Context: an optimization exercise on an open-source flow, tuned for small area, a short achievable clock period and few clock cycles per item. The choices shown serve that exercise and are no tape-out recipe. The RTL was checked by simulation tests, not by an equivalence proof against the original design. Power figures rest on the tool's default switching activity, not on a simulated workload.

==> flow/design.v (outline; a module is shown in full before it is edited, if it fits) <==
// module mmult: 1635 lines
module mmult(
    input clk,
    input reset_n,
    input enable,
    input [0:9*8-1] A_mat,
    input [0:9*8-1] B_mat,
    output valid,
    output reg [0:9*17-1] C_mat
);
  // ...
==> flow/flow/run.sh <==
#!/bin/bash
# Standard layout, with these changes: Yosys's "abc -fast" pre-pass is skipped
# (so the full adders extract with clean polarity), the port buffers are the
# smallest plain buffer instead of the delay buffer buffer_ports picks, and
# timing repair aims for 6.6 ns of setup slack instead of 0.
export SYNTH_ARGS=-noabc
export BUFFER_PORTS_ARGS="-buffer_cell sky130_fd_sc_hd__buf_1"
export SETUP_SLACK_MARGIN=6.6
bash standard.sh > standard.log 2>&1
==> flow/standard.sh <==
#!/bin/bash
# synth_recipe.tcl (not shown) runs the flow's synth.tcl, then flattens the netlist and writes it again
# the make line also repeats each setting of config.mk as NAME=value (left out here)
make -C /OpenROAD-flow-scripts/flow DESIGN_CONFIG=/design/flow/config.mk WORK_HOME=/design/flow/orfs CLKGATE_MAP_FILE= SYNTH_SCRIPT=/design/flow/synth_recipe.tcl "${@:-finish}"
==> flow/config.mk <==
export PLATFORM = sky130hd
export DESIGN_NAME = mmult
export DESIGN_NICKNAME = mmult
export VERILOG_FILES = /design/flow/design.v
export SDC_FILE = /design/flow/constraint.sdc
export NUM_CORES = 4
export LEC_CHECK = 0
export CAP_MARGIN = 20
export CORE_MARGIN = 2
export CORE_UTILIZATION = 55
export CTS_CLUSTER_DIAMETER = 150
export CTS_CLUSTER_SIZE = 20
export SLEW_MARGIN = 20
==> flow/constraint.sdc <==
create_clock -name core_clock -period 11.0 [get_ports {clk}]
set_input_delay 2.2000 -clock core_clock [delete_from_list [all_inputs] [get_ports {clk}]]
set_output_delay 2.2000 -clock core_clock [all_outputs]
set_load 0.01 [all_outputs]
==> flow_summary.toml, run 1 <==
[cts]
hold_buffers = 0
cts_tree = "done"

[detailed_routing]
m1WireLength_um = 33800
drc = 0
first_pass_iters = 7
ant_nets = 0

[yosys]
synth_top_flop_cell = "dfxtp_1"
synth_top_family_by_area = "adder cells"
ys_seq_area_share_pct = 22.9
synth_top_cell_area_share_pct = 32.5
synth_area_sq_um = 27200
synth_cell_types = 68
synth_seq_cells = 299

[final_layout]
drive_above_1_share_pct = 3.83
multi_input_gates = 2380
multi_input_area_sq_um = 20300
seq_cells = 299
seqCellArea_sq_um = 6240
nClkBuffers = 28

[timing]
maxSlewHeadroom_pct = 45.3
finalSetupViolations = 0
finalMaxSlewViolations = 0
finalHoldWorstSlack_ns = 0.452
fin_skew_ns = 0.0264
hold_viol_final = 0

[global_routing]
grt_util_all_layers_pct = 31.1
use_met2_pct = 50.0
use_met3_pct = 6.10
grt_use_met1_pct = 41.9

[power_and_ir_drop]
total_power_mw = 8.39
p_leak_nw = 13.5

[worst_setup_path]
ff2ff_path_depth = 13
crit_chain = "buf_8 -> nor2_1 -> fa_1 -> fa_1 -> fa_1 -> fa_1 -> ha_2 -> a21o_1 -> a311o_1 -> o211ai_1 -> a21oi_1 -> o31a_1 -> nor3_1"
path_max_fanout = 24
crit_path_start = "B[3]"

[floorplan]
start_util_pct = 55.6
dieWidth_um = 226

[run_status]
status = "finished clean"

[flow_run]
drv_cap = 0
Testbench counts, summed over its fixed seeds: cycles 2,048, items 512.
==> run 2: changes to the inputs <==
--- a/flow/design.v
+++ b/flow/design.v
@@ -1622,14 +1622,14 @@
     always @(posedge clk) begin
         if (load) begin
             A <= ~A_mat;
             B <= ~B_mat;
             cnt <= 2'd0;
             C_mat <= 153'd0;
         end else begin
             A <= {A[8:23], 8'hff, A[32:47], 8'hff, A[56:71], 8'hff};
-            B[0:47] <= B[24:71];
+            B <= {B[24:71], 24'hffffff};
             if (!valid) cnt <= cnt + 2'd1;
             C_mat <= {c00_s, c01_s, c02_s, c10_s, c11_s, c12_s, c20_s, c21_s, c22_s};
         end
     end
 endmodule
==> flow/config.mk (replaced) <==
export PLATFORM = sky130hd
export DESIGN_NAME = mmult
export DESIGN_NICKNAME = mmult
export VERILOG_FILES = /design/flow/design.v
export SDC_FILE = /design/flow/constraint.sdc
export NUM_CORES = 4
export LEC_CHECK = 0
export CAP_MARGIN = 20
export CORE_MARGIN = 2
export CORE_UTILIZATION = 40
export CTS_CLUSTER_DIAMETER = 150
export CTS_CLUSTER_SIZE = 20
export SLEW_MARGIN = 20
==> run 2 against run 1 <==
Effect of this change:
- total power down 2.2%
- worst hold slack got worse by 0.012 ns
- routed wire length grew 1.3%
- non-clock buffer count is 11 higher
- area after synthesis shrank 1.2%
- final area barely moved
- clock power fell by 2%
- register-to-register slack better by 0.07 ns
- maximum frequency rose by 1.7%
- via count fell by 2.5%
- critical path type unchanged
- largest cell class unchanged
==> flow_summary.toml, run 2 <==
[yosys]
netlist_instances = 2877
synth_top_flop_cell = "dfxtp_1"
syn_avg_cell_area_sq_um = 9.33
synth_top_cells_by_count = "nor2_1 (855), fa_1 (441), dfxtp_1 (299)"
synth_seq_cells = 299
ys_seq_area_share_pct = 22.3
synth_area_sq_um = 26800
synth_nets = 3682
synthTopCellsByArea = "fa_1 (33%), dfxtp_1 (22%), nor2_1 (12%)"
yosysMostFrequentCell = "nor2_1"
async_reset_ff_share_pct = 0
synth_edf_count = 0
synth_cell_types = 63
synth_top_cell_area_share_pct = 32.9
yosysWarningCount = 1
synth_top_area_cell = "fa_1"

[worst_setup_path]
critPathMaxStageDelay_ns = 0.56
path_max_fanout = 24
crit_required_ns = 11.42
slowest_stage = "fa_1"
cp-end-kind = "flip-flop"
worst_path_most_repeated_cell = "fa_1"
path_delay_family = "adder cells"
critical_path_class = "flip-flop to flip-flop"
start_kind = "flip-flop"
worstPathArrival_ns = 4.62
cp_num_buf_inv = 1
crit_chain = "buf_12 -> nor2_1 -> fa_1 -> fa_1 -> fa_1 -> fa_1 -> ha_2 -> nand3_1 -> o221ai_2 -> a211oi_1 -> o221ai_1 -> xnor2_1 -> nor2_1"

[detailed_routing]
ant_nets = 0
drc = 0
drt_iter0_markers = 1308
routed_wl_um = 79100
first_pass_iters = 5
viasPerCell = 5.39
via_count = 21400
wl_per_cell_um = 20.0

[timing]
tns_ns = 0
max_freq_ghz = 0.238
period_minus_slack_ns = 4.20
finalSetupViolations = 0
tightest_slew_ns = 0.995
finalMaxSlewViolations = 0
hold_viol_final = 0
rsz0062_at_grt = "no"
fin_skew_ns = 0.0320
timing.final.crit_share_pct = 38.2
maxSlewHeadroom_pct = 33.7

[final_layout]
top_register = "C_mat"
diodes = 0
reg.largest.list = "C_mat: 153 flops, A: 72 flops, B: 72 flops"
final_common_cell = "nor2_1"
final_cell_mix = "nor2_1 (855), fa_1 (441), buf_1 (300)"
drive_above_1_share_pct = 3.93
largest_register_ffs = 153
final_cells = 3965
syn2layout_area_growth_pct = 11.0
fillers = 6559
nets = 3906

[placed_design]
dp.cells = 3935
dp_hpwl_um = 60200
portBuffers = 300
gp_congestion = 0.913

[floorplan]
start_util_pct = 40.6
dieWidth_um = 263
core_sq_um = 66100
rows = 94
fp.dieArea_sq_um = 69200
die_h_um = 263
boundaryPins = 301

[run_status]
status = "finished clean"

[global_routing]
grt_max_degree = 111
grt_pass1_vias = 22200
grt_overflow_total = 0
antenna_found_initial = 2
grt_pass1_wl_um = 125000
grt_util_all_layers_pct = 22.7

[power_and_ir_drop]
powerDensity_nw_per_um2 = 276
p_leak_nw = 13.4
vdd_drop_max_mv = 0.130

[hold_path]
min_path_type = "flip-flop to flip-flop"

[cts]
cts_num_sinks = 299
hold_buffers = 0
cts_buffers = 18
clockBufferDepth = 3
htree_levels = 1
clk_latency_ns = 0.57
cts_tree = "done"
clockRootBuffer = "clkbuf_16"
clkTransAtPathRegs_ns = 0.10

[flow_run]
drv_cap = 0
==> run 2: cell count changes after synthesis, sizes merged, moves of 8 or more <==
cell | previous run | this run
a21o | 23 | 32
dfxtp | 275 | 299
a211o | 9 | 1
o21bai | 4 | 16
edfxtp | 24 | 0
nand3 | 27 | 19
o21a | 14 | 22
inv | 51 | 18
a211oi | 38 | 59
o21ai | 89 | 104
nand2 | 119 | 147
==> run 2: cell type report <==
| type | count | area, sq um | area share (%) |
|---|---|---|---|
| Multi-Input combinational cell | 2404 | 20300 | 68.1 |
| Inverter | 18 | 67.6 | 0.227 |
| Sequential cell | 299 | 6010 | 20.2 |
| Clock buffer | 19 | 454 | 1.52 |
| Tap cell | 864 | 1080 | 3.63 |
| Clock inverter | 1 | 30.0 | 0.101 |
| Timing Repair Buffer | 360 | 1850 | 6.23 |
==> run 2: what timing repair did <==
item / CTS / global route
buffers inserted: 0 / 8
endpoints found under the setup margin: 35 / 34
gates cloned: 0 / 2
gates resized for setup: 13 / 81
pin swaps: 0 / 2
==> run 2: cells by family after synthesis <==
group	synth area share [%]
AOI/OAI and AO/OA	12.1
and+or+nand+nor	16.6
xor gates and xnor gates	3.04
muxes	0.448
buffers and inverters	2.44
adders and majority gates	43.0
DFF	22.3
==> run 2: routing by layer <==
| metal | GRT usage [%] | vias up | routed length, um |
|---|---|---|---|
| li1 | - | 10000 | - |
| met1 | 31.3 | 10600 | 34900 |
| met2 | 37.6 | 653 | 36800 |
| met3 | 3.98 | 76 | 5580 |
| met4 | 4.76 | 2 | 1820 |
| met5 | 0 | - | 20 |
==> run 2: power breakdown <==
part	internal, mW	leakage [nW]	total, mW	switching [mW]
clock network	0.300	0.234	0.708	0.408
registers	1.28	2.48	1.48	0.206
logic	2.51	10.7	6.02	3.52
==> run 2: final timing paths <==
| path | start | endpoint | slack, ns | cells after the start |
|---|---|---|---|---|
| worst min-delay path | B[41] | B[17] | 0.44 | 2 |
| worst min register to register | B[41] | B[17] | 0.44 | 2 |
| worst max-delay path | B[2] | C_mat[54] | 6.80 | 13 |
| worst max register to register | B[2] | C_mat[54] | 6.80 | 13 |
==> run 2: per-stage QoR <==
step	hold slack [ns]	utilization, %	power [mW]	setup slack [ns]	cell area, sq um
after global placement	0.452	43.6	7.36	6.09	28800
after floorplan	0.444	-	6.03	6.73	26800
final	0.440	45.1	8.21	6.80	29800
after CTS	0.446	44.4	8.13	6.57	29400
after detailed placement	0.455	43.6	7.37	6.05	28800
after global routing	0.463	45.1	9.11	6.59	29800
==> run 2: worst register-to-register path: stages, from the launching register on <==
cell      delay, ns
dfxtp_1        0.37
buf_12         0.20
nor2_1         0.11
fa_1           0.46
fa_1           0.47
fa_1           0.56
fa_1           0.41
ha_2           0.41
nand3_1        0.16
o221ai_2       0.25
a211oi_1       0.12
o221ai_1       0.30
xnor2_1        0.16
nor2_1         0.07
Testbench counts of run 2, summed over its fixed seeds: cycles 2,048, items 512.
==> run 3: changes to the inputs <==
--- a/flow/config.mk
+++ b/flow/config.mk
@@ -9,5 +9,5 @@
 export CORE_MARGIN = 2
 export CORE_UTILIZATION = 40
-export CTS_CLUSTER_DIAMETER = 150
-export CTS_CLUSTER_SIZE = 20
+export CTS_CLUSTER_DIAMETER = 130
+export CTS_CLUSTER_SIZE = 18
 export SLEW_MARGIN = 20
==> run 3 against run 2 <==
Effect of this change:
- maximum frequency fell by 0.64%
- largest cell class unchanged
- critical path type unchanged
- first-iteration DRC count rose by 1.4%
- still clean
- worst setup slack worse by 0.027 ns
- register-to-register slack worse by 0.03 ns
- highest routed layer unchanged
==> flow_summary.toml, run 3 <==
[run_status]
status = "finished clean"

[power_and_ir_drop]
vdd_drop_max_mv = 0.130
p_leak_nw = 13.4
powerDensity_nw_per_um2 = 277
total_power_mw = 8.27

[yosys]
synth_seq_cells = 299
synth_top_flop_cell = "dfxtp_1"
synthTopCellsByArea = "fa_1 (33%), dfxtp_1 (22%), nor2_1 (12%)"
yosysWarningCount = 1
synth_area_sq_um = 26800
synth_top_cell_area_share_pct = 32.9
netlist_instances = 2877
async_reset_ff_share_pct = 0
syn_avg_cell_area_sq_um = 9.33
synth_top_cells_by_count = "nor2_1 (855), fa_1 (441), dfxtp_1 (299)"
ys_seq_area_share_pct = 22.3
synth_edf_count = 0
synth_nets = 3682
synth_cell_types = 63
synth_top_area_cell = "fa_1"
yosysMostFrequentCell = "nor2_1"

[cts]
clockBufferDepth = 3
cts_num_sinks = 299
htree_levels = 1
clkTransAtPathRegs_ns = 0.09
clockRootBuffer = "clkbuf_16"
cts_buffers = 20
hold_buffers = 0
cts_tree = "done"
clk_latency_ns = 0.58

[global_routing]
grt_util_all_layers_pct = 22.8
antenna_found_initial = 2
grt_pass1_vias = 22300
grt_pass1_wl_um = 125000
grt_overflow_total = 0
grt_max_degree = 111

[floorplan]
dieWidth_um = 263
boundaryPins = 301
core_sq_um = 66100
fp.dieArea_sq_um = 69200
die_h_um = 263
rows = 94
start_util_pct = 40.6

[final_layout]
fillers = 6551
final_common_cell = "nor2_1"
multi_input_area_sq_um = 20300
syn2layout_area_growth_pct = 11.3
nets = 3908
finalInstanceArea_sq_um = 29900
drive_above_1_share_pct = 4.03
diodes = 0
seqCellArea_sq_um = 6010
fin_util_pct = 45.2
reg.largest.list = "C_mat: 153 flops, A: 72 flops, B: 72 flops"
largest_register_ffs = 153
final_cell_mix = "nor2_1 (855), fa_1 (441), buf_1 (300)"
top_register = "C_mat"

[timing]
hold_viol_final = 0
maxSlewHeadroom_pct = 33.6
fin_skew_ns = 0.0313
tightest_slew_ns = 0.996
fin_ws_ns = 6.77
period_minus_slack_ns = 4.23
finalMaxSlewViolations = 0
tns_ns = 0
rsz0062_at_grt = "no"
finalSetupViolations = 0
timing.final.crit_share_pct = 38.5
max_freq_ghz = 0.236

[worst_setup_path]
path_max_fanout = 24
worst_path_most_repeated_cell = "fa_1"
reg2reg_to = "C_mat[52]"
start_kind = "flip-flop"
crit_chain = "buf_6 -> nor2_1 -> fa_1 -> fa_1 -> fa_1 -> fa_1 -> ha_2 -> a21o_1 -> o21ba_2 -> a311oi_2 -> nor2_1 -> a211oi_2 -> mux2i_1"
cp-end-kind = "flip-flop"
reg2reg_from = "A[29]"
ff2ff_path_depth = 13
slowest_stage = "fa_1"
path_delay_family = "adder cells"
critPathMaxStageDelay_ns = 0.56
crit_required_ns = 11.49
ff2ff_setup_slack_ns = 6.77
worstPathArrival_ns = 4.72
critical_path_class = "flip-flop to flip-flop"
cp_num_buf_inv = 1

[hold_path]
min_from = "B[43]"
min_path_type = "flip-flop to flip-flop"
holdPathEnd = "B[19]"
min_delay_path_depth = 2

[detailed_routing]
viasPerCell = 5.41
via_count = 21500
routed_wl_um = 79200
first_pass_iters = 5
drt_iter0_markers = 1326
ant_nets = 0
wl_per_cell_um = 20.0
drc = 0

[placed_design]
dp_hpwl_um = 60200
dp_worst_setup_slack_ns = 6.05
gp_congestion = 0.913
dpl_cell_area_sq_um = 28800
portBuffers = 300

[flow_run]
drv_cap = 0
[run 3: cell counts after synthesis]
No cell type changed its count.
[run 3: area by class of cell]
type,count,area share (%)
multi-input cells,2404,67.9
flip-flops and latches,299,20.1
repair buffers,360,6.19
well taps,864,3.62
clock buffers,20,1.68
inverters,18,0.226
clock inverters,3,0.218
[run 3: routing by layer]
metal	vias to the layer above	wire length (um)	GRT usage [%]
met1	10700	34900	31.3
met3	88	5450	4.05
met2	635	36700	37.5
li1	10000	-	-
met5	-	20	0
met4	2	2130	5.68
[run 3: cell families (layout without fill, tap and decap cells)]
kind of cell             after synthesis  count (layout)  synth area share (%)
AO/OA/AOI/OAI                        520             520                  12.1
XOR/XNOR                              93              93                  3.04
adder cells (fa/ha/maj)              658             658                  43.0
buffers and inverters                174             401                  2.44
flip-flops                           299             299                  22.3
multiplexers                          12              12                 0.448
AND/OR/NAND/NOR                     1121            1121                  16.6
[run 3: worst max-delay path by stage]
stage | to | depth (start not counted) | from | slack [ns]
floorplan | C_mat[136] | 13 | B[18] | 6.73
global placement | C_mat[136] | 12 | A[53] | 6.09
detailed placement | C_mat[136] | 12 | A[53] | 6.05
CTS | C_mat[136] | 13 | A[52] | 6.60
global route | C_mat[69] | 13 | A[29] | 6.59
finish | C_mat[52] | 13 | A[29] | 6.77
[run 3: where the power goes]
part	internal [mW]	switching (mW)	leakage [nW]
clock	0.354	0.418	0.276
combinational	2.51	3.51	10.7
sequential	1.28	0.205	2.48
total	4.14	4.13	13.4
[run 3: through the flow]
stage,std cells,hold slack [ns]
after floorplan,2877,0.444
after global placement,3935,0.452
after detailed placement,3935,0.455
after CTS,3958,0.447
after global routing,3968,0.463
final,3968,0.450
[run 3: worst min-delay path, stage by stage, from the launching register on]
cell and delay (ns):
dfxtp_1 0.31, nor2_1 0.09, a21oi_1 0.04
[run 3: what timing repair did]
action,in CTS,in global routing
gates resized for setup,15,78
pin swaps,0,3
setup buffers,0,8
cloned,0,2
endpoints found under the setup margin,39,33

## afterwards: timing with drivers on the ports
No port has a modelled driver above. Below, the same layouts with a new extraction and two added sets of constraints. Step 1 (the two cells are an assumption about what drives the block):
set clk [get_ports {clk}]
set_driving_cell -lib_cell sky130_fd_sc_hd__clkbuf_16 $clk
set_driving_cell -lib_cell sky130_fd_sc_hd__buf_2 [delete_from_list [all_inputs] $clk]
Step 2 moves the port delays by t, midway between the first and last clock arrival at a register: inputs arrive t later, outputs are due t later. That takes back most of the time a late clock gives input paths. Slacks: ideal / step 1 / step 2; pairs: ideal / step 1.
run | t, ns | slack for setup (ns) | pins driven straight from the clock port
run 1 | 0.605 | 6.724 / 6.724 / 6.188 | 1
run 2 | 0.613 | 6.796 / 6.796 / 6.363 | 1
run 3 | 0.629 | 6.769 / 6.769 / 6.360 | 1
After both steps every run listed still meets setup and hold. The setup slack of run 1, which loses most, moves by 0.000 ns with the drivers and by -0.536 ns with both steps.
